What follows belongs to an exercise in optimizing a design on an open flow for small area; a production flow would make more cautious choices. Function was not checked in any run shown here: the RTL went through the layout flow alone.

==> flow/design.v <==
module magnitude_wrapper(
	input aclk,
	input aresetn,
	input s_i_data_valid,
	output reg s_o_data_ready,
	input [31:0] s_i_data,
	output reg m_o_data_valid,
	input m_i_data_ready,
	output reg [31:0] m_o_data
    );
	reg start, ack, f1, f2, f3;
	reg [15:0] a_re, a_im;
	reg [31:0] p;
	wire acc = s_i_data_valid & ~ack;
	wire [15:0] x = f2 ? a_re : (f1 | f3) ? a_im : ack ? 16'd0 : s_i_data[15:0];
	wire pm = f1 | (ack & ~f2);
	wire signed [31:0] xs = $signed(x);
	wire [31:0] t = (pm ? p : 32'd0) + xs * xs;
	always @(posedge aclk) begin
		start <= acc | (start & ~ack & aresetn);
		s_o_data_ready <= acc | (s_o_data_ready & aresetn);
		ack <= start;
		f1 <= acc & ~start;
		f2 <= acc & start;
		f3 <= f2;
		a_re <= s_i_data[15:0];
		if (acc) a_im <= s_i_data[31:16];
		p <= t;
		if (m_i_data_ready) m_o_data_valid <= ack;
		else if (!aresetn) m_o_data_valid <= 1'b0;
		if (m_i_data_ready & ack) m_o_data <= f3 ? t : p;
	end
endmodule
==> flow/run.sh <==
#!/bin/bash
# synth_recipe.tcl (not shown) runs the flow's synth.tcl, then flattens the netlist and writes it again
# the make line also repeats each setting of config.mk as NAME=value (left out here)
make -C /OpenROAD-flow-scripts/flow DESIGN_CONFIG=/design/flow/config.mk WORK_HOME=/design/flow/orfs CLKGATE_MAP_FILE= SYNTH_SCRIPT=/design/flow/synth_recipe.tcl finish
==> flow/config.mk <==
export PLATFORM = sky130hd
export DESIGN_NAME = magnitude_wrapper
export DESIGN_NICKNAME = magnitude_wrapper
export VERILOG_FILES = /design/flow/design.v
export SDC_FILE = /design/flow/constraint.sdc
export NUM_CORES = 4
export LEC_CHECK = 0
export CAP_MARGIN = 20
export CORE_MARGIN = 2
export CORE_UTILIZATION = 40
export SLEW_MARGIN = 20
==> flow/constraint.sdc <==
create_clock -name core_clock -period 10.0 [get_ports {aclk}]
set_input_delay 2.0000 -clock core_clock [delete_from_list [all_inputs] [get_ports {aclk}]]
set_output_delay 2.0000 -clock core_clock [all_outputs]
set_load 0.01 [all_outputs]
==> out/metrics.cfg, run 1 <==
[floorplan]
std_cell_rows=67
die_y_um=188.4
design.core.area_mm2=0.03353

[logic_synthesis]
ys.warnings.count=1
yosys.area_share.adder=0.4860
syn-cell-area_mm2=0.01360
synthSimpleGateAreaFrac=0.1014
ys_top_cells_by_count=inv_1 (350), fa_1 (262), ha_1 (109), nand2_1 (109), nor2_1 (87)
async_reset_ff_frac=0

[layout]
clkbuf_count=9
antenna_cells=0
final_area_mm2=0.01521
areaGrowthSynthToFinish_pct=11.87
layout_common_cells=inv_1 (350), fa_1 (262), nand2_1 (109), ha_1 (109), nor2_1 (87)
n_fill_cell=3221

[sta]
fin_skew_ps=15.04
finalHoldViolations=0
timing.slew.headroom=0.3429
worst_pin_slew_ps=985.6

[min_path]
hold_end=ack
whs_path_depth=0
hold_path_startpoint=start

[clock_network]
cts_buffers=9
postCtsSetupBuffers=0
cts_resized=0

[global_route]
grt_use_met2=0.3304
grt_usage=0.1955

[route]
drt_iter0_drc=387
m1WireLength_um=14260

[critical_path]
crit_top_cell=fa_1
r2r_slack_ps=1700
cp.arrival_ps=9530
rr_worst_depth=25
start_kind=input port

[run_status]
status=no timing/DRC/antenna violations

==> run 2, diff against run 1 <==
==> flow/design.v (replaced) <==
module p_fa(input a, input b, input c, output s, output co);
  assign s = a ^ b ^ c;
  assign co = (a & b) | (c & (a ^ b));
endmodule
module p_ha(input a, input b, output s, output co);
  assign s = a ^ b;
  assign co = a & b;
endmodule
module p_nand2(input a, input b, output y);
  assign y = ~(a & b);
endmodule
module p_nor2(input a, input b, output y);
  assign y = ~(a | b);
endmodule
module p_or2(input a, input b, output y);
  assign y = a | b;
endmodule
module p_inv(input a, output y);
  assign y = ~a;
endmodule
module p_xor2(input a, input b, output y);
  assign y = a ^ b;
endmodule
module p_xnor2(input a, input b, output y);
  assign y = ~(a ^ b);
endmodule
module p_xor3(input a, input b, input c, output y);
  assign y = a ^ b ^ c;
endmodule
module p_a222oi(input a1, input a2, input b1, input b2, input c1, input c2, output y);
  assign y = ~((a1 & a2) | (b1 & b2) | (c1 & c2));
endmodule
module magnitude_wrapper(
	input aclk,
	input aresetn,
	input s_i_data_valid,
	output reg s_o_data_ready,
	input [31:0] s_i_data,
	output reg m_o_data_valid,
	input m_i_data_ready,
	output [31:0] m_o_data
    );
	reg start, ack;
	reg f1, f2, f3;
	reg [15:0] a_re, a_im;
	reg [31:0] pn;        
	reg [31:0] cq;        
	reg pcn_12, cc_12;     
	wire tn_12, ccd_12, ccn_12;
	reg pcn_20, cc_20;     
	wire tn_20, ccd_20, ccn_20;
	wire acc = s_i_data_valid & ~ack;
	wire [15:0] xn;       
	wire [15:0] x;
	wire [31:0] tn;       
	wire [31:0] cd;       
	wire [31:0] cn;       
	wire [31:0] mo;
	wire sel_re = f2;
	wire sel_im = f1 | f3;
	wire sel_pin = ~ack & ~f1;
	wire pmn = ~(f1 | (ack & ~f2));
	wire ld_t = m_i_data_ready & f3;
	wire ld_p = m_i_data_ready & ~f3;
	wire hold = ~m_i_data_ready;
	p_a222oi um0 (.a1(sel_re), .a2(a_re[0]), .b1(sel_im), .b2(a_im[0]), .c1(sel_pin), .c2(s_i_data[0]), .y(xn[0]));
	p_a222oi um1 (.a1(sel_re), .a2(a_re[1]), .b1(sel_im), .b2(a_im[1]), .c1(sel_pin), .c2(s_i_data[1]), .y(xn[1]));
	p_a222oi um2 (.a1(sel_re), .a2(a_re[2]), .b1(sel_im), .b2(a_im[2]), .c1(sel_pin), .c2(s_i_data[2]), .y(xn[2]));
	p_a222oi um3 (.a1(sel_re), .a2(a_re[3]), .b1(sel_im), .b2(a_im[3]), .c1(sel_pin), .c2(s_i_data[3]), .y(xn[3]));
	p_a222oi um4 (.a1(sel_re), .a2(a_re[4]), .b1(sel_im), .b2(a_im[4]), .c1(sel_pin), .c2(s_i_data[4]), .y(xn[4]));
	p_a222oi um5 (.a1(sel_re), .a2(a_re[5]), .b1(sel_im), .b2(a_im[5]), .c1(sel_pin), .c2(s_i_data[5]), .y(xn[5]));
	p_a222oi um6 (.a1(sel_re), .a2(a_re[6]), .b1(sel_im), .b2(a_im[6]), .c1(sel_pin), .c2(s_i_data[6]), .y(xn[6]));
	p_a222oi um7 (.a1(sel_re), .a2(a_re[7]), .b1(sel_im), .b2(a_im[7]), .c1(sel_pin), .c2(s_i_data[7]), .y(xn[7]));
	p_a222oi um8 (.a1(sel_re), .a2(a_re[8]), .b1(sel_im), .b2(a_im[8]), .c1(sel_pin), .c2(s_i_data[8]), .y(xn[8]));
	p_a222oi um9 (.a1(sel_re), .a2(a_re[9]), .b1(sel_im), .b2(a_im[9]), .c1(sel_pin), .c2(s_i_data[9]), .y(xn[9]));
	p_a222oi um10 (.a1(sel_re), .a2(a_re[10]), .b1(sel_im), .b2(a_im[10]), .c1(sel_pin), .c2(s_i_data[10]), .y(xn[10]));
	p_a222oi um11 (.a1(sel_re), .a2(a_re[11]), .b1(sel_im), .b2(a_im[11]), .c1(sel_pin), .c2(s_i_data[11]), .y(xn[11]));
	p_a222oi um12 (.a1(sel_re), .a2(a_re[12]), .b1(sel_im), .b2(a_im[12]), .c1(sel_pin), .c2(s_i_data[12]), .y(xn[12]));
	p_a222oi um13 (.a1(sel_re), .a2(a_re[13]), .b1(sel_im), .b2(a_im[13]), .c1(sel_pin), .c2(s_i_data[13]), .y(xn[13]));
	p_a222oi um14 (.a1(sel_re), .a2(a_re[14]), .b1(sel_im), .b2(a_im[14]), .c1(sel_pin), .c2(s_i_data[14]), .y(xn[14]));
	p_a222oi um15 (.a1(sel_re), .a2(a_re[15]), .b1(sel_im), .b2(a_im[15]), .c1(sel_pin), .c2(s_i_data[15]), .y(xn[15]));
	assign tn[0] = s_329;
	assign tn[1] = s_333;
	assign tn[2] = s_340;
	assign tn[3] = s_347;
	assign tn[4] = s_357;
	assign tn[5] = s_367;
	assign tn[6] = s_380;
	assign tn[7] = s_393;
	assign tn[8] = s_409;
	assign tn[9] = s_425;
	assign tn[10] = s_444;
	assign tn[11] = s_463;
	assign tn[12] = s_485;
	assign tn[13] = s_507;
	assign tn[14] = s_532;
	assign tn[15] = s_557;
	assign tn[16] = s_582;
	assign tn[17] = s_606;
	assign tn[18] = s_630;
	assign tn[19] = s_651;
	assign tn[20] = s_672;
	assign tn[21] = s_690;
	assign tn[22] = s_708;
	assign tn[23] = s_723;
	assign tn[24] = s_738;
	assign tn[25] = s_750;
	assign tn[26] = s_762;
	assign tn[27] = s_771;
	assign tn[28] = s_780;
	assign tn[29] = s_786;
	assign tn[30] = s_792;
	assign tn[31] = s_799;
	assign tn_12 = c_464;
	assign tn_20 = c_652;
	p_a222oi uc0 (.a1(ld_t), .a2(tn[0]), .b1(ld_p), .b2(pn[0]), .c1(hold), .c2(cn[0]), .y(cd[0]));
	p_inv ui0 (.a(cq[0]), .y(cn[0]));
	p_a222oi uc1 (.a1(ld_t), .a2(tn[1]), .b1(ld_p), .b2(pn[1]), .c1(hold), .c2(cn[1]), .y(cd[1]));
	p_inv ui1 (.a(cq[1]), .y(cn[1]));
	p_a222oi uc2 (.a1(ld_t), .a2(tn[2]), .b1(ld_p), .b2(pn[2]), .c1(hold), .c2(cn[2]), .y(cd[2]));
	p_inv ui2 (.a(cq[2]), .y(cn[2]));
	p_a222oi uc3 (.a1(ld_t), .a2(tn[3]), .b1(ld_p), .b2(pn[3]), .c1(hold), .c2(cn[3]), .y(cd[3]));
	p_inv ui3 (.a(cq[3]), .y(cn[3]));
	p_a222oi uc4 (.a1(ld_t), .a2(tn[4]), .b1(ld_p), .b2(pn[4]), .c1(hold), .c2(cn[4]), .y(cd[4]));
	p_inv ui4 (.a(cq[4]), .y(cn[4]));
	p_a222oi uc5 (.a1(ld_t), .a2(tn[5]), .b1(ld_p), .b2(pn[5]), .c1(hold), .c2(cn[5]), .y(cd[5]));
	p_inv ui5 (.a(cq[5]), .y(cn[5]));
	p_a222oi uc6 (.a1(ld_t), .a2(tn[6]), .b1(ld_p), .b2(pn[6]), .c1(hold), .c2(cn[6]), .y(cd[6]));
	p_inv ui6 (.a(cq[6]), .y(cn[6]));
	p_a222oi uc7 (.a1(ld_t), .a2(tn[7]), .b1(ld_p), .b2(pn[7]), .c1(hold), .c2(cn[7]), .y(cd[7]));
	p_inv ui7 (.a(cq[7]), .y(cn[7]));
	p_a222oi uc8 (.a1(ld_t), .a2(tn[8]), .b1(ld_p), .b2(pn[8]), .c1(hold), .c2(cn[8]), .y(cd[8]));
	p_inv ui8 (.a(cq[8]), .y(cn[8]));
	p_a222oi uc9 (.a1(ld_t), .a2(tn[9]), .b1(ld_p), .b2(pn[9]), .c1(hold), .c2(cn[9]), .y(cd[9]));
	p_inv ui9 (.a(cq[9]), .y(cn[9]));
	p_a222oi uc10 (.a1(ld_t), .a2(tn[10]), .b1(ld_p), .b2(pn[10]), .c1(hold), .c2(cn[10]), .y(cd[10]));
	p_inv ui10 (.a(cq[10]), .y(cn[10]));
	p_a222oi uc11 (.a1(ld_t), .a2(tn[11]), .b1(ld_p), .b2(pn[11]), .c1(hold), .c2(cn[11]), .y(cd[11]));
	p_inv ui11 (.a(cq[11]), .y(cn[11]));
	p_a222oi uc12 (.a1(ld_t), .a2(tn[12]), .b1(ld_p), .b2(pn[12]), .c1(hold), .c2(cn[12]), .y(cd[12]));
	p_inv ui12 (.a(cq[12]), .y(cn[12]));
	p_a222oi uc13 (.a1(ld_t), .a2(tn[13]), .b1(ld_p), .b2(pn[13]), .c1(hold), .c2(cn[13]), .y(cd[13]));
	p_inv ui13 (.a(cq[13]), .y(cn[13]));
	p_a222oi uc14 (.a1(ld_t), .a2(tn[14]), .b1(ld_p), .b2(pn[14]), .c1(hold), .c2(cn[14]), .y(cd[14]));
	p_inv ui14 (.a(cq[14]), .y(cn[14]));
	p_a222oi uc15 (.a1(ld_t), .a2(tn[15]), .b1(ld_p), .b2(pn[15]), .c1(hold), .c2(cn[15]), .y(cd[15]));
	p_inv ui15 (.a(cq[15]), .y(cn[15]));
	p_a222oi uc16 (.a1(ld_t), .a2(tn[16]), .b1(ld_p), .b2(pn[16]), .c1(hold), .c2(cn[16]), .y(cd[16]));
	p_inv ui16 (.a(cq[16]), .y(cn[16]));
	p_a222oi uc17 (.a1(ld_t), .a2(tn[17]), .b1(ld_p), .b2(pn[17]), .c1(hold), .c2(cn[17]), .y(cd[17]));
	p_inv ui17 (.a(cq[17]), .y(cn[17]));
	p_a222oi uc18 (.a1(ld_t), .a2(tn[18]), .b1(ld_p), .b2(pn[18]), .c1(hold), .c2(cn[18]), .y(cd[18]));
	p_inv ui18 (.a(cq[18]), .y(cn[18]));
	p_a222oi uc19 (.a1(ld_t), .a2(tn[19]), .b1(ld_p), .b2(pn[19]), .c1(hold), .c2(cn[19]), .y(cd[19]));
	p_inv ui19 (.a(cq[19]), .y(cn[19]));
	p_a222oi uc20 (.a1(ld_t), .a2(tn[20]), .b1(ld_p), .b2(pn[20]), .c1(hold), .c2(cn[20]), .y(cd[20]));
	p_inv ui20 (.a(cq[20]), .y(cn[20]));
	p_a222oi uc21 (.a1(ld_t), .a2(tn[21]), .b1(ld_p), .b2(pn[21]), .c1(hold), .c2(cn[21]), .y(cd[21]));
	p_inv ui21 (.a(cq[21]), .y(cn[21]));
	p_a222oi uc22 (.a1(ld_t), .a2(tn[22]), .b1(ld_p), .b2(pn[22]), .c1(hold), .c2(cn[22]), .y(cd[22]));
	p_inv ui22 (.a(cq[22]), .y(cn[22]));
	p_a222oi uc23 (.a1(ld_t), .a2(tn[23]), .b1(ld_p), .b2(pn[23]), .c1(hold), .c2(cn[23]), .y(cd[23]));
	p_inv ui23 (.a(cq[23]), .y(cn[23]));
	p_a222oi uc24 (.a1(ld_t), .a2(tn[24]), .b1(ld_p), .b2(pn[24]), .c1(hold), .c2(cn[24]), .y(cd[24]));
	p_inv ui24 (.a(cq[24]), .y(cn[24]));
	p_a222oi uc25 (.a1(ld_t), .a2(tn[25]), .b1(ld_p), .b2(pn[25]), .c1(hold), .c2(cn[25]), .y(cd[25]));
	p_inv ui25 (.a(cq[25]), .y(cn[25]));
	p_a222oi uc26 (.a1(ld_t), .a2(tn[26]), .b1(ld_p), .b2(pn[26]), .c1(hold), .c2(cn[26]), .y(cd[26]));
	p_inv ui26 (.a(cq[26]), .y(cn[26]));
	p_a222oi uc27 (.a1(ld_t), .a2(tn[27]), .b1(ld_p), .b2(pn[27]), .c1(hold), .c2(cn[27]), .y(cd[27]));
	p_inv ui27 (.a(cq[27]), .y(cn[27]));
	p_a222oi uc28 (.a1(ld_t), .a2(tn[28]), .b1(ld_p), .b2(pn[28]), .c1(hold), .c2(cn[28]), .y(cd[28]));
	p_inv ui28 (.a(cq[28]), .y(cn[28]));
	p_a222oi uc29 (.a1(ld_t), .a2(tn[29]), .b1(ld_p), .b2(pn[29]), .c1(hold), .c2(cn[29]), .y(cd[29]));
	p_inv ui29 (.a(cq[29]), .y(cn[29]));
	p_a222oi uc30 (.a1(ld_t), .a2(tn[30]), .b1(ld_p), .b2(pn[30]), .c1(hold), .c2(cn[30]), .y(cd[30]));
	p_inv ui30 (.a(cq[30]), .y(cn[30]));
	p_a222oi uc31 (.a1(ld_t), .a2(tn[31]), .b1(ld_p), .b2(pn[31]), .c1(hold), .c2(cn[31]), .y(cd[31]));
	p_inv ui31 (.a(cq[31]), .y(cn[31]));
	p_a222oi ucc12 (.a1(ld_t), .a2(tn_12), .b1(ld_p), .b2(pcn_12), .c1(hold), .c2(ccn_12), .y(ccd_12));
	p_inv uic12 (.a(cc_12), .y(ccn_12));
	p_a222oi ucc20 (.a1(ld_t), .a2(tn_20), .b1(ld_p), .b2(pcn_20), .c1(hold), .c2(ccn_20), .y(ccd_20));
	p_inv uic20 (.a(cc_20), .y(ccn_20));
	assign mo[0] = cq[0];
	assign mo[1] = cq[1];
	assign mo[2] = cq[2];
	assign mo[3] = cq[3];
	assign mo[4] = cq[4];
	assign mo[5] = cq[5];
	assign mo[6] = cq[6];
	assign mo[7] = cq[7];
	assign mo[8] = cq[8];
	assign mo[9] = cq[9];
	assign mo[10] = cq[10];
	assign mo[11] = cq[11];
	assign m_o_data = mo;
	wire pp_2;
	wire pp_4;
	wire pp_6;
	wire pp_8;
	wire pp_10;
	wire pp_12;
	wire pp_14;
	wire pp_16;
	wire pp_18;
	wire pp_20;
	wire pp_22;
	wire pp_24;
	wire pp_26;
	wire pp_28;
	wire pp_30;
	wire pp_33;
	wire pp_35;
	wire pp_37;
	wire pp_39;
	wire pp_41;
	wire pp_43;
	wire pp_45;
	wire pp_47;
	wire pp_49;
	wire pp_51;
	wire pp_53;
	wire pp_55;
	wire pp_57;
	wire pp_59;
	wire pp_62;
	wire pp_64;
	wire pp_66;
	wire pp_68;
	wire pp_70;
	wire pp_72;
	wire pp_74;
	wire pp_76;
	wire pp_78;
	wire pp_80;
	wire pp_82;
	wire pp_84;
	wire pp_86;
	wire pp_89;
	wire pp_91;
	wire pp_93;
	wire pp_95;
	wire pp_97;
	wire pp_99;
	wire pp_101;
	wire pp_103;
	wire pp_105;
	wire pp_107;
	wire pp_109;
	wire pp_111;
	wire pp_114;
	wire pp_116;
	wire pp_118;
	wire pp_120;
	wire pp_122;
	wire pp_124;
	wire pp_126;
	wire pp_128;
	wire pp_130;
	wire pp_132;
	wire pp_134;
	wire pp_137;
	wire pp_139;
	wire pp_141;
	wire pp_143;
	wire pp_145;
	wire pp_147;
	wire pp_149;
	wire pp_151;
	wire pp_153;
	wire pp_155;
	wire pp_158;
	wire pp_160;
	wire pp_162;
	wire pp_164;
	wire pp_166;
	wire pp_168;
	wire pp_170;
	wire pp_172;
	wire pp_174;
	wire pp_177;
	wire pp_179;
	wire pp_181;
	wire pp_183;
	wire pp_185;
	wire pp_187;
	wire pp_189;
	wire pp_191;
	wire pp_194;
	wire pp_196;
	wire pp_198;
	wire pp_200;
	wire pp_202;
	wire pp_204;
	wire pp_206;
	wire pp_209;
	wire pp_211;
	wire pp_213;
	wire pp_215;
	wire pp_217;
	wire pp_219;
	wire pp_222;
	wire pp_224;
	wire pp_226;
	wire pp_228;
	wire pp_230;
	wire pp_233;
	wire pp_235;
	wire pp_237;
	wire pp_239;
	wire pp_242;
	wire pp_244;
	wire pp_246;
	wire pp_249;
	wire pp_251;
	wire pp_254;
	wire pp_257;
	wire pm_258;
	wire pm_260;
	wire pm_262;
	wire pm_264;
	wire pm_266;
	wire pm_268;
	wire pm_270;
	wire pm_272;
	wire pm_274;
	wire pm_276;
	wire pm_278;
	wire pm_280;
	wire pm_282;
	wire pm_284;
	wire pm_286;
	wire pm_288;
	wire pm_290;
	wire pm_292;
	wire pm_294;
	wire pm_296;
	wire pm_298;
	wire pm_300;
	wire pm_302;
	wire pm_304;
	wire pm_306;
	wire pm_308;
	wire pm_310;
	wire pm_312;
	wire pm_314;
	wire pm_316;
	wire pm_318;
	wire pm_320;
	wire pmc_322;
	wire pmc_324;
	wire s_326;
	wire c_327;
	wire s_329;
	wire c_330;
	wire s_333;
	wire c_334;
	wire s_337;
	wire c_338;
	wire s_340;
	wire c_341;
	wire s_344;
	wire c_345;
	wire s_347;
	wire c_348;
	wire s_351;
	wire c_352;
	wire s_354;
	wire c_355;
	wire s_357;
	wire c_358;
	wire s_361;
	wire c_362;
	wire s_364;
	wire c_365;
	wire s_367;
	wire c_368;
	wire s_371;
	wire c_372;
	wire s_374;
	wire c_375;
	wire s_377;
	wire c_378;
	wire s_380;
	wire c_381;
	wire s_384;
	wire c_385;
	wire s_387;
	wire c_388;
	wire s_390;
	wire c_391;
	wire s_393;
	wire c_394;
	wire s_397;
	wire c_398;
	wire s_400;
	wire c_401;
	wire s_403;
	wire c_404;
	wire s_406;
	wire c_407;
	wire s_409;
	wire c_410;
	wire s_413;
	wire c_414;
	wire s_416;
	wire c_417;
	wire s_419;
	wire c_420;
	wire s_422;
	wire c_423;
	wire s_425;
	wire c_426;
	wire s_429;
	wire c_430;
	wire s_432;
	wire c_433;
	wire s_435;
	wire c_436;
	wire s_438;
	wire c_439;
	wire s_441;
	wire c_442;
	wire s_444;
	wire c_445;
	wire s_448;
	wire c_449;
	wire s_451;
	wire c_452;
	wire s_454;
	wire c_455;
	wire s_457;
	wire c_458;
	wire s_460;
	wire c_461;
	wire s_463;
	wire c_464;
	wire s_467;
	wire c_468;
	wire s_470;
	wire c_471;
	wire s_473;
	wire c_474;
	wire s_476;
	wire c_477;
	wire s_479;
	wire c_480;
	wire s_482;
	wire c_483;
	wire s_485;
	wire c_486;
	wire s_489;
	wire c_490;
	wire s_492;
	wire c_493;
	wire s_495;
	wire c_496;
	wire s_498;
	wire c_499;
	wire s_501;
	wire c_502;
	wire s_504;
	wire c_505;
	wire s_507;
	wire c_508;
	wire s_511;
	wire c_512;
	wire s_514;
	wire c_515;
	wire s_517;
	wire c_518;
	wire s_520;
	wire c_521;
	wire s_523;
	wire c_524;
	wire s_526;
	wire c_527;
	wire s_529;
	wire c_530;
	wire s_532;
	wire c_533;
	wire s_536;
	wire c_537;
	wire s_539;
	wire c_540;
	wire s_542;
	wire c_543;
	wire s_545;
	wire c_546;
	wire s_548;
	wire c_549;
	wire s_551;
	wire c_552;
	wire s_554;
	wire c_555;
	wire s_557;
	wire c_558;
	wire s_561;
	wire c_562;
	wire s_564;
	wire c_565;
	wire s_567;
	wire c_568;
	wire s_570;
	wire c_571;
	wire s_573;
	wire c_574;
	wire s_576;
	wire c_577;
	wire s_579;
	wire c_580;
	wire s_582;
	wire c_583;
	wire s_585;
	wire c_586;
	wire s_588;
	wire c_589;
	wire s_591;
	wire c_592;
	wire s_594;
	wire c_595;
	wire s_597;
	wire c_598;
	wire s_600;
	wire c_601;
	wire s_603;
	wire c_604;
	wire s_606;
	wire c_607;
	wire s_609;
	wire c_610;
	wire s_612;
	wire c_613;
	wire s_615;
	wire c_616;
	wire s_618;
	wire c_619;
	wire s_621;
	wire c_622;
	wire s_624;
	wire c_625;
	wire s_627;
	wire c_628;
	wire s_630;
	wire c_631;
	wire s_633;
	wire c_634;
	wire s_636;
	wire c_637;
	wire s_639;
	wire c_640;
	wire s_642;
	wire c_643;
	wire s_645;
	wire c_646;
	wire s_648;
	wire c_649;
	wire s_651;
	wire c_652;
	wire s_654;
	wire c_655;
	wire s_657;
	wire c_658;
	wire s_660;
	wire c_661;
	wire s_663;
	wire c_664;
	wire s_666;
	wire c_667;
	wire s_669;
	wire c_670;
	wire s_672;
	wire c_673;
	wire s_675;
	wire c_676;
	wire s_678;
	wire c_679;
	wire s_681;
	wire c_682;
	wire s_684;
	wire c_685;
	wire s_687;
	wire c_688;
	wire s_690;
	wire c_691;
	wire s_693;
	wire c_694;
	wire s_696;
	wire c_697;
	wire s_699;
	wire c_700;
	wire s_702;
	wire c_703;
	wire s_705;
	wire c_706;
	wire s_708;
	wire c_709;
	wire s_711;
	wire c_712;
	wire s_714;
	wire c_715;
	wire s_717;
	wire c_718;
	wire s_720;
	wire c_721;
	wire s_723;
	wire c_724;
	wire s_726;
	wire c_727;
	wire s_729;
	wire c_730;
	wire s_732;
	wire c_733;
	wire s_735;
	wire c_736;
	wire s_738;
	wire c_739;
	wire s_741;
	wire c_742;
	wire s_744;
	wire c_745;
	wire s_747;
	wire c_748;
	wire s_750;
	wire c_751;
	wire s_753;
	wire c_754;
	wire s_756;
	wire c_757;
	wire s_759;
	wire c_760;
	wire s_762;
	wire c_763;
	wire s_765;
	wire c_766;
	wire s_768;
	wire c_769;
	wire s_771;
	wire c_772;
	wire s_774;
	wire c_775;
	wire s_777;
	wire c_778;
	wire s_780;
	wire c_781;
	wire s_783;
	wire c_784;
	wire s_786;
	wire c_787;
	wire s_789;
	wire c_790;
	wire s_792;
	wire c_793;
	wire s_795;
	wire s_797;
	wire s_799;
	wire e_801;
	wire e_803;
	wire e_805;
	wire e_807;
	wire e_809;
	wire e_811;
	wire e_813;
	wire e_815;
	wire e_817;
	wire e_819;
	wire e_821;
	wire e_823;
	wire e_825;
	wire e_827;
	wire e_829;
	wire e_831;
	wire e_833;
	wire e_835;
	wire e_837;
	p_inv u1 (.a(xn[0]), .y(x[0]));
	p_nand2 u3 (.a(x[0]), .b(x[1]), .y(pp_2));
	p_nand2 u5 (.a(x[0]), .b(x[2]), .y(pp_4));
	p_nand2 u7 (.a(x[0]), .b(x[3]), .y(pp_6));
	p_nand2 u9 (.a(x[0]), .b(x[4]), .y(pp_8));
	p_nand2 u11 (.a(x[0]), .b(x[5]), .y(pp_10));
	p_nand2 u13 (.a(x[0]), .b(x[6]), .y(pp_12));
	p_nand2 u15 (.a(x[0]), .b(x[7]), .y(pp_14));
	p_nand2 u17 (.a(x[0]), .b(x[8]), .y(pp_16));
	p_nand2 u19 (.a(x[0]), .b(x[9]), .y(pp_18));
	p_nand2 u21 (.a(x[0]), .b(x[10]), .y(pp_20));
	p_nand2 u23 (.a(x[0]), .b(x[11]), .y(pp_22));
	p_nand2 u25 (.a(x[0]), .b(x[12]), .y(pp_24));
	p_nand2 u27 (.a(x[0]), .b(x[13]), .y(pp_26));
	p_nand2 u29 (.a(x[0]), .b(x[14]), .y(pp_28));
	p_nor2 u31 (.a(xn[0]), .b(xn[15]), .y(pp_30));
	p_inv u32 (.a(xn[1]), .y(x[1]));
	p_nand2 u34 (.a(x[1]), .b(x[2]), .y(pp_33));
	p_nand2 u36 (.a(x[1]), .b(x[3]), .y(pp_35));
	p_nand2 u38 (.a(x[1]), .b(x[4]), .y(pp_37));
	p_nand2 u40 (.a(x[1]), .b(x[5]), .y(pp_39));
	p_nand2 u42 (.a(x[1]), .b(x[6]), .y(pp_41));
	p_nand2 u44 (.a(x[1]), .b(x[7]), .y(pp_43));
	p_nand2 u46 (.a(x[1]), .b(x[8]), .y(pp_45));
	p_nand2 u48 (.a(x[1]), .b(x[9]), .y(pp_47));
	p_nand2 u50 (.a(x[1]), .b(x[10]), .y(pp_49));
	p_nand2 u52 (.a(x[1]), .b(x[11]), .y(pp_51));
	p_nand2 u54 (.a(x[1]), .b(x[12]), .y(pp_53));
	p_nand2 u56 (.a(x[1]), .b(x[13]), .y(pp_55));
	p_nand2 u58 (.a(x[1]), .b(x[14]), .y(pp_57));
	p_nor2 u60 (.a(xn[1]), .b(xn[15]), .y(pp_59));
	p_inv u61 (.a(xn[2]), .y(x[2]));
	p_nand2 u63 (.a(x[2]), .b(x[3]), .y(pp_62));
	p_nand2 u65 (.a(x[2]), .b(x[4]), .y(pp_64));
	p_nand2 u67 (.a(x[2]), .b(x[5]), .y(pp_66));
	p_nand2 u69 (.a(x[2]), .b(x[6]), .y(pp_68));
	p_nand2 u71 (.a(x[2]), .b(x[7]), .y(pp_70));
	p_nand2 u73 (.a(x[2]), .b(x[8]), .y(pp_72));
	p_nand2 u75 (.a(x[2]), .b(x[9]), .y(pp_74));
	p_nand2 u77 (.a(x[2]), .b(x[10]), .y(pp_76));
	p_nand2 u79 (.a(x[2]), .b(x[11]), .y(pp_78));
	p_nand2 u81 (.a(x[2]), .b(x[12]), .y(pp_80));
	p_nand2 u83 (.a(x[2]), .b(x[13]), .y(pp_82));
	p_nand2 u85 (.a(x[2]), .b(x[14]), .y(pp_84));
	p_nor2 u87 (.a(xn[2]), .b(xn[15]), .y(pp_86));
	p_inv u88 (.a(xn[3]), .y(x[3]));
	p_nand2 u90 (.a(x[3]), .b(x[4]), .y(pp_89));
	p_nand2 u92 (.a(x[3]), .b(x[5]), .y(pp_91));
	p_nand2 u94 (.a(x[3]), .b(x[6]), .y(pp_93));
	p_nand2 u96 (.a(x[3]), .b(x[7]), .y(pp_95));
	p_nand2 u98 (.a(x[3]), .b(x[8]), .y(pp_97));
	p_nand2 u100 (.a(x[3]), .b(x[9]), .y(pp_99));
	p_nand2 u102 (.a(x[3]), .b(x[10]), .y(pp_101));
	p_nand2 u104 (.a(x[3]), .b(x[11]), .y(pp_103));
	p_nand2 u106 (.a(x[3]), .b(x[12]), .y(pp_105));
	p_nand2 u108 (.a(x[3]), .b(x[13]), .y(pp_107));
	p_nand2 u110 (.a(x[3]), .b(x[14]), .y(pp_109));
	p_nor2 u112 (.a(xn[3]), .b(xn[15]), .y(pp_111));
	p_inv u113 (.a(xn[4]), .y(x[4]));
	p_nand2 u115 (.a(x[4]), .b(x[5]), .y(pp_114));
	p_nand2 u117 (.a(x[4]), .b(x[6]), .y(pp_116));
	p_nand2 u119 (.a(x[4]), .b(x[7]), .y(pp_118));
	p_nand2 u121 (.a(x[4]), .b(x[8]), .y(pp_120));
	p_nand2 u123 (.a(x[4]), .b(x[9]), .y(pp_122));
	p_nand2 u125 (.a(x[4]), .b(x[10]), .y(pp_124));
	p_nand2 u127 (.a(x[4]), .b(x[11]), .y(pp_126));
	p_nand2 u129 (.a(x[4]), .b(x[12]), .y(pp_128));
	p_nand2 u131 (.a(x[4]), .b(x[13]), .y(pp_130));
	p_nand2 u133 (.a(x[4]), .b(x[14]), .y(pp_132));
	p_nor2 u135 (.a(xn[4]), .b(xn[15]), .y(pp_134));
	p_inv u136 (.a(xn[5]), .y(x[5]));
	p_nand2 u138 (.a(x[5]), .b(x[6]), .y(pp_137));
	p_nand2 u140 (.a(x[5]), .b(x[7]), .y(pp_139));
	p_nand2 u142 (.a(x[5]), .b(x[8]), .y(pp_141));
	p_nand2 u144 (.a(x[5]), .b(x[9]), .y(pp_143));
	p_nand2 u146 (.a(x[5]), .b(x[10]), .y(pp_145));
	p_nand2 u148 (.a(x[5]), .b(x[11]), .y(pp_147));
	p_nand2 u150 (.a(x[5]), .b(x[12]), .y(pp_149));
	p_nand2 u152 (.a(x[5]), .b(x[13]), .y(pp_151));
	p_nand2 u154 (.a(x[5]), .b(x[14]), .y(pp_153));
	p_nor2 u156 (.a(xn[5]), .b(xn[15]), .y(pp_155));
	p_inv u157 (.a(xn[6]), .y(x[6]));
	p_nand2 u159 (.a(x[6]), .b(x[7]), .y(pp_158));
	p_nand2 u161 (.a(x[6]), .b(x[8]), .y(pp_160));
	p_nand2 u163 (.a(x[6]), .b(x[9]), .y(pp_162));
	p_nand2 u165 (.a(x[6]), .b(x[10]), .y(pp_164));
	p_nand2 u167 (.a(x[6]), .b(x[11]), .y(pp_166));
	p_nand2 u169 (.a(x[6]), .b(x[12]), .y(pp_168));
	p_nand2 u171 (.a(x[6]), .b(x[13]), .y(pp_170));
	p_nand2 u173 (.a(x[6]), .b(x[14]), .y(pp_172));
	p_nor2 u175 (.a(xn[6]), .b(xn[15]), .y(pp_174));
	p_inv u176 (.a(xn[7]), .y(x[7]));
	p_nand2 u178 (.a(x[7]), .b(x[8]), .y(pp_177));
	p_nand2 u180 (.a(x[7]), .b(x[9]), .y(pp_179));
	p_nand2 u182 (.a(x[7]), .b(x[10]), .y(pp_181));
	p_nand2 u184 (.a(x[7]), .b(x[11]), .y(pp_183));
	p_nand2 u186 (.a(x[7]), .b(x[12]), .y(pp_185));
	p_nand2 u188 (.a(x[7]), .b(x[13]), .y(pp_187));
	p_nand2 u190 (.a(x[7]), .b(x[14]), .y(pp_189));
	p_nor2 u192 (.a(xn[7]), .b(xn[15]), .y(pp_191));
	p_inv u193 (.a(xn[8]), .y(x[8]));
	p_nand2 u195 (.a(x[8]), .b(x[9]), .y(pp_194));
	p_nand2 u197 (.a(x[8]), .b(x[10]), .y(pp_196));
	p_nand2 u199 (.a(x[8]), .b(x[11]), .y(pp_198));
	p_nand2 u201 (.a(x[8]), .b(x[12]), .y(pp_200));
	p_nand2 u203 (.a(x[8]), .b(x[13]), .y(pp_202));
	p_nand2 u205 (.a(x[8]), .b(x[14]), .y(pp_204));
	p_nor2 u207 (.a(xn[8]), .b(xn[15]), .y(pp_206));
	p_inv u208 (.a(xn[9]), .y(x[9]));
	p_nand2 u210 (.a(x[9]), .b(x[10]), .y(pp_209));
	p_nand2 u212 (.a(x[9]), .b(x[11]), .y(pp_211));
	p_nand2 u214 (.a(x[9]), .b(x[12]), .y(pp_213));
	p_nand2 u216 (.a(x[9]), .b(x[13]), .y(pp_215));
	p_nand2 u218 (.a(x[9]), .b(x[14]), .y(pp_217));
	p_nor2 u220 (.a(xn[9]), .b(xn[15]), .y(pp_219));
	p_inv u221 (.a(xn[10]), .y(x[10]));
	p_nand2 u223 (.a(x[10]), .b(x[11]), .y(pp_222));
	p_nand2 u225 (.a(x[10]), .b(x[12]), .y(pp_224));
	p_nand2 u227 (.a(x[10]), .b(x[13]), .y(pp_226));
	p_nand2 u229 (.a(x[10]), .b(x[14]), .y(pp_228));
	p_nor2 u231 (.a(xn[10]), .b(xn[15]), .y(pp_230));
	p_inv u232 (.a(xn[11]), .y(x[11]));
	p_nand2 u234 (.a(x[11]), .b(x[12]), .y(pp_233));
	p_nand2 u236 (.a(x[11]), .b(x[13]), .y(pp_235));
	p_nand2 u238 (.a(x[11]), .b(x[14]), .y(pp_237));
	p_nor2 u240 (.a(xn[11]), .b(xn[15]), .y(pp_239));
	p_inv u241 (.a(xn[12]), .y(x[12]));
	p_nand2 u243 (.a(x[12]), .b(x[13]), .y(pp_242));
	p_nand2 u245 (.a(x[12]), .b(x[14]), .y(pp_244));
	p_nor2 u247 (.a(xn[12]), .b(xn[15]), .y(pp_246));
	p_inv u248 (.a(xn[13]), .y(x[13]));
	p_nand2 u250 (.a(x[13]), .b(x[14]), .y(pp_249));
	p_nor2 u252 (.a(xn[13]), .b(xn[15]), .y(pp_251));
	p_inv u253 (.a(xn[14]), .y(x[14]));
	p_nor2 u255 (.a(xn[14]), .b(xn[15]), .y(pp_254));
	p_inv u256 (.a(xn[15]), .y(x[15]));
	p_or2 u259 (.a(pn[0]), .b(pmn), .y(pm_258));
	p_or2 u261 (.a(pn[1]), .b(pmn), .y(pm_260));
	p_or2 u263 (.a(pn[2]), .b(pmn), .y(pm_262));
	p_or2 u265 (.a(pn[3]), .b(pmn), .y(pm_264));
	p_or2 u267 (.a(pn[4]), .b(pmn), .y(pm_266));
	p_or2 u269 (.a(pn[5]), .b(pmn), .y(pm_268));
	p_or2 u271 (.a(pn[6]), .b(pmn), .y(pm_270));
	p_or2 u273 (.a(pn[7]), .b(pmn), .y(pm_272));
	p_or2 u275 (.a(pn[8]), .b(pmn), .y(pm_274));
	p_or2 u277 (.a(pn[9]), .b(pmn), .y(pm_276));
	p_or2 u279 (.a(pn[10]), .b(pmn), .y(pm_278));
	p_or2 u281 (.a(pn[11]), .b(pmn), .y(pm_280));
	p_or2 u283 (.a(pn[12]), .b(pmn), .y(pm_282));
	p_or2 u285 (.a(pn[13]), .b(pmn), .y(pm_284));
	p_or2 u287 (.a(pn[14]), .b(pmn), .y(pm_286));
	p_or2 u289 (.a(pn[15]), .b(pmn), .y(pm_288));
	p_or2 u291 (.a(pn[16]), .b(pmn), .y(pm_290));
	p_or2 u293 (.a(pn[17]), .b(pmn), .y(pm_292));
	p_or2 u295 (.a(pn[18]), .b(pmn), .y(pm_294));
	p_or2 u297 (.a(pn[19]), .b(pmn), .y(pm_296));
	p_or2 u299 (.a(pn[20]), .b(pmn), .y(pm_298));
	p_or2 u301 (.a(pn[21]), .b(pmn), .y(pm_300));
	p_or2 u303 (.a(pn[22]), .b(pmn), .y(pm_302));
	p_or2 u305 (.a(pn[23]), .b(pmn), .y(pm_304));
	p_or2 u307 (.a(pn[24]), .b(pmn), .y(pm_306));
	p_or2 u309 (.a(pn[25]), .b(pmn), .y(pm_308));
	p_or2 u311 (.a(pn[26]), .b(pmn), .y(pm_310));
	p_or2 u313 (.a(pn[27]), .b(pmn), .y(pm_312));
	p_or2 u315 (.a(pn[28]), .b(pmn), .y(pm_314));
	p_or2 u317 (.a(pn[29]), .b(pmn), .y(pm_316));
	p_or2 u319 (.a(pn[30]), .b(pmn), .y(pm_318));
	p_or2 u321 (.a(pn[31]), .b(pmn), .y(pm_320));
	p_or2 u323 (.a(pcn_12), .b(pmn), .y(pmc_322));
	p_or2 u325 (.a(pcn_20), .b(pmn), .y(pmc_324));
	p_ha u328 (.a(pm_290), .b(xn[8]), .s(s_326), .co(c_327));
	p_xnor2 u331 (.a(pm_258), .b(xn[0]), .y(s_329));
	p_or2 u332 (.a(pm_258), .b(xn[0]), .y(c_330));
	p_xnor2 u335 (.a(pm_260), .b(c_330), .y(s_333));
	p_or2 u336 (.a(pm_260), .b(c_330), .y(c_334));
	p_fa u339 (.a(pm_262), .b(xn[1]), .c(pp_2), .s(s_337), .co(c_338));
	p_xnor2 u342 (.a(c_334), .b(s_337), .y(s_340));
	p_or2 u343 (.a(c_334), .b(s_337), .y(c_341));
	p_fa u346 (.a(pm_264), .b(pp_4), .c(c_338), .s(s_344), .co(c_345));
	p_xnor2 u349 (.a(c_341), .b(s_344), .y(s_347));
	p_or2 u350 (.a(c_341), .b(s_344), .y(c_348));
	p_fa u353 (.a(pm_266), .b(xn[2]), .c(pp_33), .s(s_351), .co(c_352));
	p_fa u356 (.a(pp_6), .b(s_351), .c(c_345), .s(s_354), .co(c_355));
	p_xnor2 u359 (.a(c_348), .b(s_354), .y(s_357));
	p_or2 u360 (.a(c_348), .b(s_354), .y(c_358));
	p_fa u363 (.a(pm_268), .b(pp_35), .c(pp_8), .s(s_361), .co(c_362));
	p_fa u366 (.a(c_352), .b(s_361), .c(c_355), .s(s_364), .co(c_365));
	p_xnor2 u369 (.a(c_358), .b(s_364), .y(s_367));
	p_or2 u370 (.a(c_358), .b(s_364), .y(c_368));
	p_fa u373 (.a(pm_270), .b(xn[3]), .c(pp_10), .s(s_371), .co(c_372));
	p_fa u376 (.a(pp_37), .b(pp_62), .c(c_362), .s(s_374), .co(c_375));
	p_fa u379 (.a(s_371), .b(s_374), .c(c_365), .s(s_377), .co(c_378));
	p_xnor2 u382 (.a(c_368), .b(s_377), .y(s_380));
	p_or2 u383 (.a(c_368), .b(s_377), .y(c_381));
	p_fa u386 (.a(pm_272), .b(pp_12), .c(pp_39), .s(s_384), .co(c_385));
	p_fa u389 (.a(pp_64), .b(c_372), .c(s_384), .s(s_387), .co(c_388));
	p_fa u392 (.a(c_375), .b(s_387), .c(c_378), .s(s_390), .co(c_391));
	p_xnor2 u395 (.a(c_381), .b(s_390), .y(s_393));
	p_or2 u396 (.a(c_381), .b(s_390), .y(c_394));
	p_fa u399 (.a(pm_274), .b(xn[4]), .c(pp_14), .s(s_397), .co(c_398));
	p_fa u402 (.a(pp_41), .b(pp_66), .c(pp_89), .s(s_400), .co(c_401));
	p_fa u405 (.a(c_385), .b(s_397), .c(s_400), .s(s_403), .co(c_404));
	p_fa u408 (.a(c_388), .b(s_403), .c(c_391), .s(s_406), .co(c_407));
	p_xnor2 u411 (.a(c_394), .b(s_406), .y(s_409));
	p_or2 u412 (.a(c_394), .b(s_406), .y(c_410));
	p_fa u415 (.a(pm_276), .b(pp_16), .c(pp_43), .s(s_413), .co(c_414));
	p_fa u418 (.a(pp_68), .b(pp_91), .c(c_398), .s(s_416), .co(c_417));
	p_fa u421 (.a(c_401), .b(s_413), .c(s_416), .s(s_419), .co(c_420));
	p_fa u424 (.a(c_404), .b(s_419), .c(c_407), .s(s_422), .co(c_423));
	p_xnor2 u427 (.a(c_410), .b(s_422), .y(s_425));
	p_or2 u428 (.a(c_410), .b(s_422), .y(c_426));
	p_fa u431 (.a(pm_278), .b(xn[5]), .c(pp_114), .s(s_429), .co(c_430));
	p_fa u434 (.a(pp_18), .b(pp_45), .c(pp_70), .s(s_432), .co(c_433));
	p_fa u437 (.a(pp_93), .b(c_414), .c(s_429), .s(s_435), .co(c_436));
	p_fa u440 (.a(s_432), .b(c_417), .c(s_435), .s(s_438), .co(c_439));
	p_fa u443 (.a(c_420), .b(s_438), .c(c_423), .s(s_441), .co(c_442));
	p_xnor2 u446 (.a(c_426), .b(s_441), .y(s_444));
	p_or2 u447 (.a(c_426), .b(s_441), .y(c_445));
	p_fa u450 (.a(pm_280), .b(pp_116), .c(pp_20), .s(s_448), .co(c_449));
	p_fa u453 (.a(pp_47), .b(pp_72), .c(pp_95), .s(s_451), .co(c_452));
	p_fa u456 (.a(c_430), .b(c_433), .c(s_448), .s(s_454), .co(c_455));
	p_fa u459 (.a(s_451), .b(c_436), .c(s_454), .s(s_457), .co(c_458));
	p_fa u462 (.a(c_439), .b(s_457), .c(c_442), .s(s_460), .co(c_461));
	p_xnor2 u465 (.a(c_445), .b(s_460), .y(s_463));
	p_or2 u466 (.a(c_445), .b(s_460), .y(c_464));
	p_fa u469 (.a(pm_282), .b(pmc_322), .c(xn[6]), .s(s_467), .co(c_468));
	p_fa u472 (.a(pp_118), .b(pp_137), .c(pp_22), .s(s_470), .co(c_471));
	p_fa u475 (.a(pp_49), .b(pp_74), .c(pp_97), .s(s_473), .co(c_474));
	p_fa u478 (.a(s_467), .b(c_449), .c(c_452), .s(s_476), .co(c_477));
	p_fa u481 (.a(s_470), .b(s_473), .c(c_455), .s(s_479), .co(c_480));
	p_fa u484 (.a(s_476), .b(c_458), .c(s_479), .s(s_482), .co(c_483));
	p_xnor2 u487 (.a(s_482), .b(c_461), .y(s_485));
	p_or2 u488 (.a(s_482), .b(c_461), .y(c_486));
	p_fa u491 (.a(pm_284), .b(pp_120), .c(pp_139), .s(s_489), .co(c_490));
	p_fa u494 (.a(pp_24), .b(pp_51), .c(pp_76), .s(s_492), .co(c_493));
	p_fa u497 (.a(pp_99), .b(c_468), .c(c_471), .s(s_495), .co(c_496));
	p_fa u500 (.a(c_474), .b(s_489), .c(s_492), .s(s_498), .co(c_499));
	p_fa u503 (.a(c_477), .b(s_495), .c(s_498), .s(s_501), .co(c_502));
	p_fa u506 (.a(c_480), .b(s_501), .c(c_483), .s(s_504), .co(c_505));
	p_xnor2 u509 (.a(s_504), .b(c_486), .y(s_507));
	p_or2 u510 (.a(s_504), .b(c_486), .y(c_508));
	p_fa u513 (.a(pm_286), .b(xn[7]), .c(pp_101), .s(s_511), .co(c_512));
	p_fa u516 (.a(pp_122), .b(pp_141), .c(pp_158), .s(s_514), .co(c_515));
	p_fa u519 (.a(pp_26), .b(pp_53), .c(pp_78), .s(s_517), .co(c_518));
	p_fa u522 (.a(c_490), .b(c_493), .c(s_511), .s(s_520), .co(c_521));
	p_fa u525 (.a(s_514), .b(s_517), .c(c_496), .s(s_523), .co(c_524));
	p_fa u528 (.a(c_499), .b(s_520), .c(s_523), .s(s_526), .co(c_527));
	p_fa u531 (.a(c_502), .b(s_526), .c(c_505), .s(s_529), .co(c_530));
	p_xnor2 u534 (.a(s_529), .b(c_508), .y(s_532));
	p_or2 u535 (.a(s_529), .b(c_508), .y(c_533));
	p_fa u538 (.a(pm_288), .b(pp_103), .c(pp_124), .s(s_536), .co(c_537));
	p_fa u541 (.a(pp_143), .b(pp_160), .c(pp_28), .s(s_539), .co(c_540));
	p_fa u544 (.a(pp_55), .b(pp_80), .c(c_512), .s(s_542), .co(c_543));
	p_fa u547 (.a(c_515), .b(c_518), .c(s_536), .s(s_545), .co(c_546));
	p_fa u550 (.a(s_539), .b(c_521), .c(s_542), .s(s_548), .co(c_549));
	p_fa u553 (.a(s_545), .b(c_524), .c(s_548), .s(s_551), .co(c_552));
	p_fa u556 (.a(c_527), .b(s_551), .c(c_530), .s(s_554), .co(c_555));
	p_xnor2 u559 (.a(s_554), .b(c_533), .y(s_557));
	p_or2 u560 (.a(s_554), .b(c_533), .y(c_558));
	p_fa u563 (.a(pp_105), .b(pp_126), .c(pp_145), .s(s_561), .co(c_562));
	p_fa u566 (.a(pp_162), .b(pp_177), .c(pp_30), .s(s_564), .co(c_565));
	p_fa u569 (.a(pp_57), .b(pp_82), .c(s_326), .s(s_567), .co(c_568));
	p_fa u572 (.a(c_537), .b(c_540), .c(s_561), .s(s_570), .co(c_571));
	p_fa u575 (.a(s_564), .b(s_567), .c(c_543), .s(s_573), .co(c_574));
	p_fa u578 (.a(c_546), .b(s_570), .c(s_573), .s(s_576), .co(c_577));
	p_fa u581 (.a(c_549), .b(s_576), .c(c_552), .s(s_579), .co(c_580));
	p_fa u584 (.a(s_579), .b(c_555), .c(c_558), .s(s_582), .co(c_583));
	p_fa u587 (.a(pm_292), .b(pp_107), .c(pp_128), .s(s_585), .co(c_586));
	p_fa u590 (.a(pp_147), .b(pp_164), .c(pp_179), .s(s_588), .co(c_589));
	p_fa u593 (.a(pp_59), .b(pp_84), .c(c_327), .s(s_591), .co(c_592));
	p_fa u596 (.a(c_562), .b(c_565), .c(c_568), .s(s_594), .co(c_595));
	p_fa u599 (.a(s_585), .b(s_588), .c(s_591), .s(s_597), .co(c_598));
	p_fa u602 (.a(c_571), .b(s_594), .c(s_597), .s(s_600), .co(c_601));
	p_fa u605 (.a(c_574), .b(s_600), .c(c_577), .s(s_603), .co(c_604));
	p_fa u608 (.a(s_603), .b(c_580), .c(c_583), .s(s_606), .co(c_607));
	p_fa u611 (.a(pm_294), .b(xn[9]), .c(pp_109), .s(s_609), .co(c_610));
	p_fa u614 (.a(pp_130), .b(pp_149), .c(pp_166), .s(s_612), .co(c_613));
	p_fa u617 (.a(pp_181), .b(pp_194), .c(pp_86), .s(s_615), .co(c_616));
	p_fa u620 (.a(c_586), .b(c_589), .c(c_592), .s(s_618), .co(c_619));
	p_fa u623 (.a(s_609), .b(s_612), .c(s_615), .s(s_621), .co(c_622));
	p_fa u626 (.a(c_595), .b(c_598), .c(s_618), .s(s_624), .co(c_625));
	p_fa u629 (.a(s_621), .b(c_601), .c(s_624), .s(s_627), .co(c_628));
	p_fa u632 (.a(s_627), .b(c_604), .c(c_607), .s(s_630), .co(c_631));
	p_fa u635 (.a(pm_296), .b(pp_111), .c(pp_132), .s(s_633), .co(c_634));
	p_fa u638 (.a(pp_151), .b(pp_168), .c(pp_183), .s(s_636), .co(c_637));
	p_fa u641 (.a(pp_196), .b(c_610), .c(c_613), .s(s_639), .co(c_640));
	p_fa u644 (.a(c_616), .b(s_633), .c(s_636), .s(s_642), .co(c_643));
	p_fa u647 (.a(c_619), .b(s_639), .c(c_622), .s(s_645), .co(c_646));
	p_fa u650 (.a(s_642), .b(c_625), .c(s_645), .s(s_648), .co(c_649));
	p_fa u653 (.a(c_628), .b(s_648), .c(c_631), .s(s_651), .co(c_652));
	p_fa u656 (.a(pm_298), .b(pmc_324), .c(xn[10]), .s(s_654), .co(c_655));
	p_fa u659 (.a(pp_134), .b(pp_153), .c(pp_170), .s(s_657), .co(c_658));
	p_fa u662 (.a(pp_185), .b(pp_198), .c(pp_209), .s(s_660), .co(c_661));
	p_fa u665 (.a(s_654), .b(c_634), .c(c_637), .s(s_663), .co(c_664));
	p_fa u668 (.a(s_657), .b(s_660), .c(c_640), .s(s_666), .co(c_667));
	p_fa u671 (.a(c_643), .b(s_663), .c(s_666), .s(s_669), .co(c_670));
	p_fa u674 (.a(c_646), .b(s_669), .c(c_649), .s(s_672), .co(c_673));
	p_fa u677 (.a(pm_300), .b(pp_155), .c(pp_172), .s(s_675), .co(c_676));
	p_fa u680 (.a(pp_187), .b(pp_200), .c(pp_211), .s(s_678), .co(c_679));
	p_fa u683 (.a(c_655), .b(c_658), .c(c_661), .s(s_681), .co(c_682));
	p_fa u686 (.a(s_675), .b(s_678), .c(c_664), .s(s_684), .co(c_685));
	p_fa u689 (.a(s_681), .b(c_667), .c(s_684), .s(s_687), .co(c_688));
	p_fa u692 (.a(c_670), .b(s_687), .c(c_673), .s(s_690), .co(c_691));
	p_fa u695 (.a(pm_302), .b(xn[11]), .c(pp_174), .s(s_693), .co(c_694));
	p_fa u698 (.a(pp_189), .b(pp_202), .c(pp_213), .s(s_696), .co(c_697));
	p_fa u701 (.a(pp_222), .b(c_676), .c(c_679), .s(s_699), .co(c_700));
	p_fa u704 (.a(s_693), .b(s_696), .c(c_682), .s(s_702), .co(c_703));
	p_fa u707 (.a(s_699), .b(c_685), .c(s_702), .s(s_705), .co(c_706));
	p_fa u710 (.a(c_688), .b(s_705), .c(c_691), .s(s_708), .co(c_709));
	p_fa u713 (.a(pm_304), .b(pp_191), .c(pp_204), .s(s_711), .co(c_712));
	p_fa u716 (.a(pp_215), .b(pp_224), .c(c_694), .s(s_714), .co(c_715));
	p_fa u719 (.a(c_697), .b(s_711), .c(c_700), .s(s_717), .co(c_718));
	p_fa u722 (.a(s_714), .b(c_703), .c(s_717), .s(s_720), .co(c_721));
	p_fa u725 (.a(c_706), .b(s_720), .c(c_709), .s(s_723), .co(c_724));
	p_fa u728 (.a(pm_306), .b(xn[12]), .c(pp_206), .s(s_726), .co(c_727));
	p_fa u731 (.a(pp_217), .b(pp_226), .c(pp_233), .s(s_729), .co(c_730));
	p_fa u734 (.a(c_712), .b(s_726), .c(s_729), .s(s_732), .co(c_733));
	p_fa u737 (.a(c_715), .b(s_732), .c(c_718), .s(s_735), .co(c_736));
	p_fa u740 (.a(c_721), .b(s_735), .c(c_724), .s(s_738), .co(c_739));
	p_fa u743 (.a(pm_308), .b(pp_219), .c(pp_228), .s(s_741), .co(c_742));
	p_fa u746 (.a(pp_235), .b(c_727), .c(c_730), .s(s_744), .co(c_745));
	p_fa u749 (.a(s_741), .b(c_733), .c(s_744), .s(s_747), .co(c_748));
	p_fa u752 (.a(s_747), .b(c_736), .c(c_739), .s(s_750), .co(c_751));
	p_fa u755 (.a(pm_310), .b(xn[13]), .c(pp_230), .s(s_753), .co(c_754));
	p_fa u758 (.a(pp_237), .b(pp_242), .c(c_742), .s(s_756), .co(c_757));
	p_fa u761 (.a(s_753), .b(c_745), .c(s_756), .s(s_759), .co(c_760));
	p_fa u764 (.a(c_748), .b(s_759), .c(c_751), .s(s_762), .co(c_763));
	p_fa u767 (.a(pm_312), .b(pp_239), .c(pp_244), .s(s_765), .co(c_766));
	p_fa u770 (.a(c_754), .b(s_765), .c(c_757), .s(s_768), .co(c_769));
	p_fa u773 (.a(c_760), .b(s_768), .c(c_763), .s(s_771), .co(c_772));
	p_fa u776 (.a(pm_314), .b(xn[14]), .c(pp_246), .s(s_774), .co(c_775));
	p_fa u779 (.a(pp_249), .b(c_766), .c(s_774), .s(s_777), .co(c_778));
	p_fa u782 (.a(s_777), .b(c_769), .c(c_772), .s(s_780), .co(c_781));
	p_fa u785 (.a(pm_316), .b(pp_251), .c(c_775), .s(s_783), .co(c_784));
	p_fa u788 (.a(c_778), .b(s_783), .c(c_781), .s(s_786), .co(c_787));
	p_fa u791 (.a(pm_318), .b(xn[15]), .c(pp_254), .s(s_789), .co(c_790));
	p_fa u794 (.a(s_789), .b(c_784), .c(c_787), .s(s_792), .co(c_793));
	p_xor2 u796 (.a(pm_320), .b(c_790), .y(s_795));
	p_xor2 u798 (.a(s_795), .b(c_793), .y(s_797));
	p_inv u800 (.a(s_797), .y(s_799));
	p_ha u802 (.a(cq[12]), .b(cc_12), .s(mo[12]), .co(e_801));
	p_ha u804 (.a(cq[13]), .b(e_801), .s(mo[13]), .co(e_803));
	p_ha u806 (.a(cq[14]), .b(e_803), .s(mo[14]), .co(e_805));
	p_ha u808 (.a(cq[15]), .b(e_805), .s(mo[15]), .co(e_807));
	p_ha u810 (.a(cq[16]), .b(e_807), .s(mo[16]), .co(e_809));
	p_ha u812 (.a(cq[17]), .b(e_809), .s(mo[17]), .co(e_811));
	p_ha u814 (.a(cq[18]), .b(e_811), .s(mo[18]), .co(e_813));
	p_ha u816 (.a(cq[19]), .b(e_813), .s(mo[19]), .co(e_815));
	p_fa u818 (.a(cq[20]), .b(cc_20), .c(e_815), .s(mo[20]), .co(e_817));
	p_ha u820 (.a(cq[21]), .b(e_817), .s(mo[21]), .co(e_819));
	p_ha u822 (.a(cq[22]), .b(e_819), .s(mo[22]), .co(e_821));
	p_ha u824 (.a(cq[23]), .b(e_821), .s(mo[23]), .co(e_823));
	p_ha u826 (.a(cq[24]), .b(e_823), .s(mo[24]), .co(e_825));
	p_ha u828 (.a(cq[25]), .b(e_825), .s(mo[25]), .co(e_827));
	p_ha u830 (.a(cq[26]), .b(e_827), .s(mo[26]), .co(e_829));
	p_ha u832 (.a(cq[27]), .b(e_829), .s(mo[27]), .co(e_831));
	p_ha u834 (.a(cq[28]), .b(e_831), .s(mo[28]), .co(e_833));
	p_ha u836 (.a(cq[29]), .b(e_833), .s(mo[29]), .co(e_835));
	p_ha u838 (.a(cq[30]), .b(e_835), .s(mo[30]), .co(e_837));
	p_xor2 u839 (.a(cq[31]), .b(e_837), .y(mo[31]));
	always @(posedge aclk) begin
		start <= acc | (start & ~ack & aresetn);
		s_o_data_ready <= acc | (s_o_data_ready & aresetn);
		ack <= start;
		f1 <= acc & ~start;
		f2 <= acc & start;
		f3 <= f2;
		if (m_i_data_ready) m_o_data_valid <= ack;
		else if (!aresetn) m_o_data_valid <= 1'b0;
		a_re <= s_i_data[15:0];
		if (acc) a_im <= s_i_data[31:16];
		pn <= tn;
		cq <= cd;
		pcn_12 <= tn_12;
		cc_12 <= ccd_12;
		pcn_20 <= tn_20;
		cc_20 <= ccd_20;
	end
endmodule
==> flow/flow/run.sh (new file) <==
#!/bin/bash
# Standard layout, but the port buffers are the smallest plain buffer and
# the clock tree uses smaller buffers without dummy loads.
set -euo pipefail
export BUFFER_PORTS_ARGS="-buffer_cell sky130_fd_sc_hd__buf_1"
export CTS_ARGS="-sink_clustering_enable -repair_clock_nets -dont_use_dummy_load -buf_list sky130_fd_sc_hd__clkbuf_8"
bash standard.sh finish > standard_flow.log 2>&1
==> flow/standard.sh (new file) <==
#!/bin/bash
# synth_recipe.tcl (not shown) runs the flow's synth.tcl, then flattens the netlist and writes it again
# the make line also repeats each setting of config.mk as NAME=value (left out here)
make -C /OpenROAD-flow-scripts/flow DESIGN_CONFIG=/design/flow/config.mk WORK_HOME=/design/flow/orfs CLKGATE_MAP_FILE= SYNTH_SCRIPT=/design/flow/synth_recipe.tcl "${@:-finish}"
--- a/flow/config.mk
+++ b/flow/config.mk
@@ -9,3 +9,5 @@
 export CORE_MARGIN = 2
 export CORE_UTILIZATION = 40
 export SLEW_MARGIN = 20
+export SYNTH_HIERARCHICAL = 1
+export SYNTH_MINIMUM_KEEP_SIZE = 0
removed: flow/run.sh
==> out/metrics.cfg, run 2 <==
[run_status]
status=no timing/DRC/antenna violations

[logic_synthesis]
synth_edf_count=17
synth_top_family_by_area=adder cells
avgSynthCellArea_um2=12.17
synth_area_leaders=fa_1 (38%), dfxtp_1 (26%), edfxtp_1 (7.2%), a222oi_1 (7.1%), nand2_1 (5.8%)
ys_ff_latch=107
ys_top_cells_by_count=fa_1 (135), nand2_1 (108), dfxtp_1 (90)
synth_top_cell_by_area=fa_1
async_reset_ff_frac=0  ; unchanged
yosys.area_share.adder=0.4172  ; -0.06878
netlist_instances=579
ys.flop_type=dfxtp_1
synth_top_area_share=0.3835
synthSimpleGateAreaFrac=0.1177  ; +0.01631
synth_most_common_cell=fa_1
synthMuxAreaShare=0
syn-cell-area_mm2=0.007048  ; -48%
synth_xor_area_frac=0.02361
syn_nets=769
ys_seq_area_frac=0.3281
ys.warnings.count=7  ; +6
ys_types=18
synth_compound_area_frac=0.07243

[clock_network]
clock_latency_ps=400
h-tree-depth=3
postCtsSetupBuffers=0  ; unchanged
holdBufCountCts=0
cts_resized=0  ; unchanged
cts_tree=yes
cts_buffers=9  ; unchanged
cts_sinks=107
clock_path_buffers=2
clkTransAtPathRegs_ps=120
cts-root-buf=clkbuf_8

[route]
ant_nets=0
drc=0
viasPerCell=5.205
vias=4716
firstDrtPassIters=9
wl_um=15670
post_drt_wl_per_cell_um=17.29
drt_iter0_drc=357  ; -7.8%

[sta]
tns_ps=0
slew_viol_final=0
finalHoldViolations=0  ; unchanged
post-route-period-util=0.9481
fin_skew_ps=48.49  ; +33.45 ps
worst_pin_slew_ps=915.8  ; -69.80 ps
finalCriticalPeriod_ps=9481
timing.slew.headroom=0.3894  ; +0.04653
finalSetupViolCount=0
rsz0062_at_grt=false
fmax_mhz=105.5

[critical_path]
start_kind=input port
crit_type=in -> reg
crit_fanout=3
required_ps=10280
cp.arrival_ps=9760  ; +230 ps
critPathCaptureType=flop
rr_worst_depth=22  ; -12%

[floorplan]
die_y_um=136.7  ; -27%
initial_core_util=0.4089
ios=70
die_area_mm2=0.01870
std_cell_rows=48  ; -28%
design.core.area_mm2=0.01724  ; -49%
die_w_um=136.7

[placed_design]
dp_cells=896
dp_hpwl_um=12480
routabilityCongestion=0.8824
port_buffers=69

[global_route]
grt_use_met3=0.03556
grt_pass1_wl_um=26610
use_met1=0.2535
grt_pass1_vias=5197
antenna_found_initial=0
grt_use_met2=0.3089  ; -0.02151
grt_start_max_net_pins=37
grt_usage=0.1881  ; -0.007424
grt_overflow_total=0
top_usage_layer=met2

[min_path]
min_path_type=reg -> reg
whs_path_depth=0  ; unchanged

[layout]
top_regs=cq x32, pn x32
areaGrowthSynthToFinish_pct=12.00
n_fill_cell=1611  ; -50%
layout_common_cells=fa_1 (135), nand2_1 (108), dfxtp_1 (90), buf_1 (69), inv_1 (52)
final_common_cell=fa_1
final_cells=906
nets=872
layout-drive-gt1-share=0.07353

[job]
cap_violations=0

[run 2: stage by stage]
| stage | util | instance area (um^2) | worst slack (ps) | hold WS [ps] |
|---|---|---|---|---|
| after floorplan | - | 7048 | 181.4 | 360.0 |
| after global placement | 0.4506 | 7767 | 224.7 | 368.8 |
| after detailed placement | 0.4506 | 7767 | 137.1 | 383.9 |
| after CTS | 0.4578 | 7891 | 570.6 | 401.5 |
| after global routing | 0.4578 | 7891 | 212.2 | 413.1 |
| final | 0.4580 | 7894 | 519.4 | 397.0 |
[run 2: cells by family after synthesis]
logic type	after synthesis
simple gates	182
buf+inv	65
fa+ha+maj	154
xor+xnor	19
compound gates	52
flops	107
[run 2: area by class of cell]
cell class	count	area, um^2	area share
Antenna cell	1	2.502	0.0003170
Clock buffer	9	123.9	0.01569
Inverter	53	198.9	0.02520
Multi-Input combinational cell	407	4453	0.5641
Sequential cell	107	2312	0.2929
Tap cell	225	281.5	0.03566
Timing Repair Buffer	104	521.8	0.06610
[run 2: metal layers]
layer	vias to the layer above	routed length [um]
met2	156	7572
met4	0	299
li1	2124	-
met1	2419	6971
met5	-	0
met3	17	826
[run 2: Yosys stat by module, one instance, submodules excluded]
| module | cells inside | flops+latches | times used |
|---|---|---|---|
| p_inv | 1 | 0 | 50 |
| p_xnor2 | 1 | 0 | 16 |
| p_xor2 | 1 | 0 | 3 |
| p_fa | 1 | 0 | 135 |
| magnitude_wrapper | 136 | 107 | 1 |
| p_or2 | 1 | 0 | 50 |
| p_nand2 | 1 | 0 | 105 |
| p_ha | 1 | 0 | 19 |
| p_nor2 | 1 | 0 | 15 |
| p_a222oi | 1 | 0 | 50 |
[run 2: critical path: stages]
cell      delay, ps
buf_1            90
a222oi_1        740
inv_1           130
nand2_1         130
fa_1            440
fa_1            430
fa_1            410
fa_1            400
fa_1            400
fa_1            400
fa_1            400
fa_1            410
fa_1            410
or2_1           280
or2_1           260
or2_1           260
or2_1           250
fa_1            380
fa_1            390
fa_1            390
fa_1            460
a222oi_1        310
[run 2: worst paths after layout]
| kind | from | endpoint | slack, ps |
|---|---|---|---|
| setup / recovery | s_i_data[1] | cq[19] | 520 |
| hold / removal | start | ack | 400 |
| setup reg to reg | f2 | cq[31] | 1340 |
| hold reg to reg | start | ack | 400 |

## afterwards: timing with drivers on the ports
The results above use ideal ports. As a check the final layouts listed here were re-extracted and re-timed, cells and wires unchanged. Step 1: set_driving_cell puts a clkbuf_16 on aclk and a buf_2 on each other input, an assumption about the parent block. Step 2, shift: input delay + t, output delay - t, t = (earliest + latest rising clock arrival at the registers) / 2. This alone moves slack from input paths to output paths. Slacks: ideal ports / drivers / drivers and shift; pairs: ideal ports / drivers.
run | shift t [ns] | slack for setup (ns) | worst hold slack (ns) | clock arrival spread, ns | slew at the worst register clock pin (ns)
run 1 | 0.418 | 0.610 / 0.629 / 0.211 | 0.387 / 0.387 / 0.387 | 0.015 / 0.016 | 0.09 / 0.09
run 2 | 0.413 | 0.519 / 0.539 / 0.126 | 0.397 / 0.397 / 0.397 | 0.048 / 0.048 | 0.12 / 0.12
After both steps setup and hold are still met in every run listed. The setup slack of run 1, which loses most, moves by +0.019 ns with the drivers and by -0.399 ns with both steps.
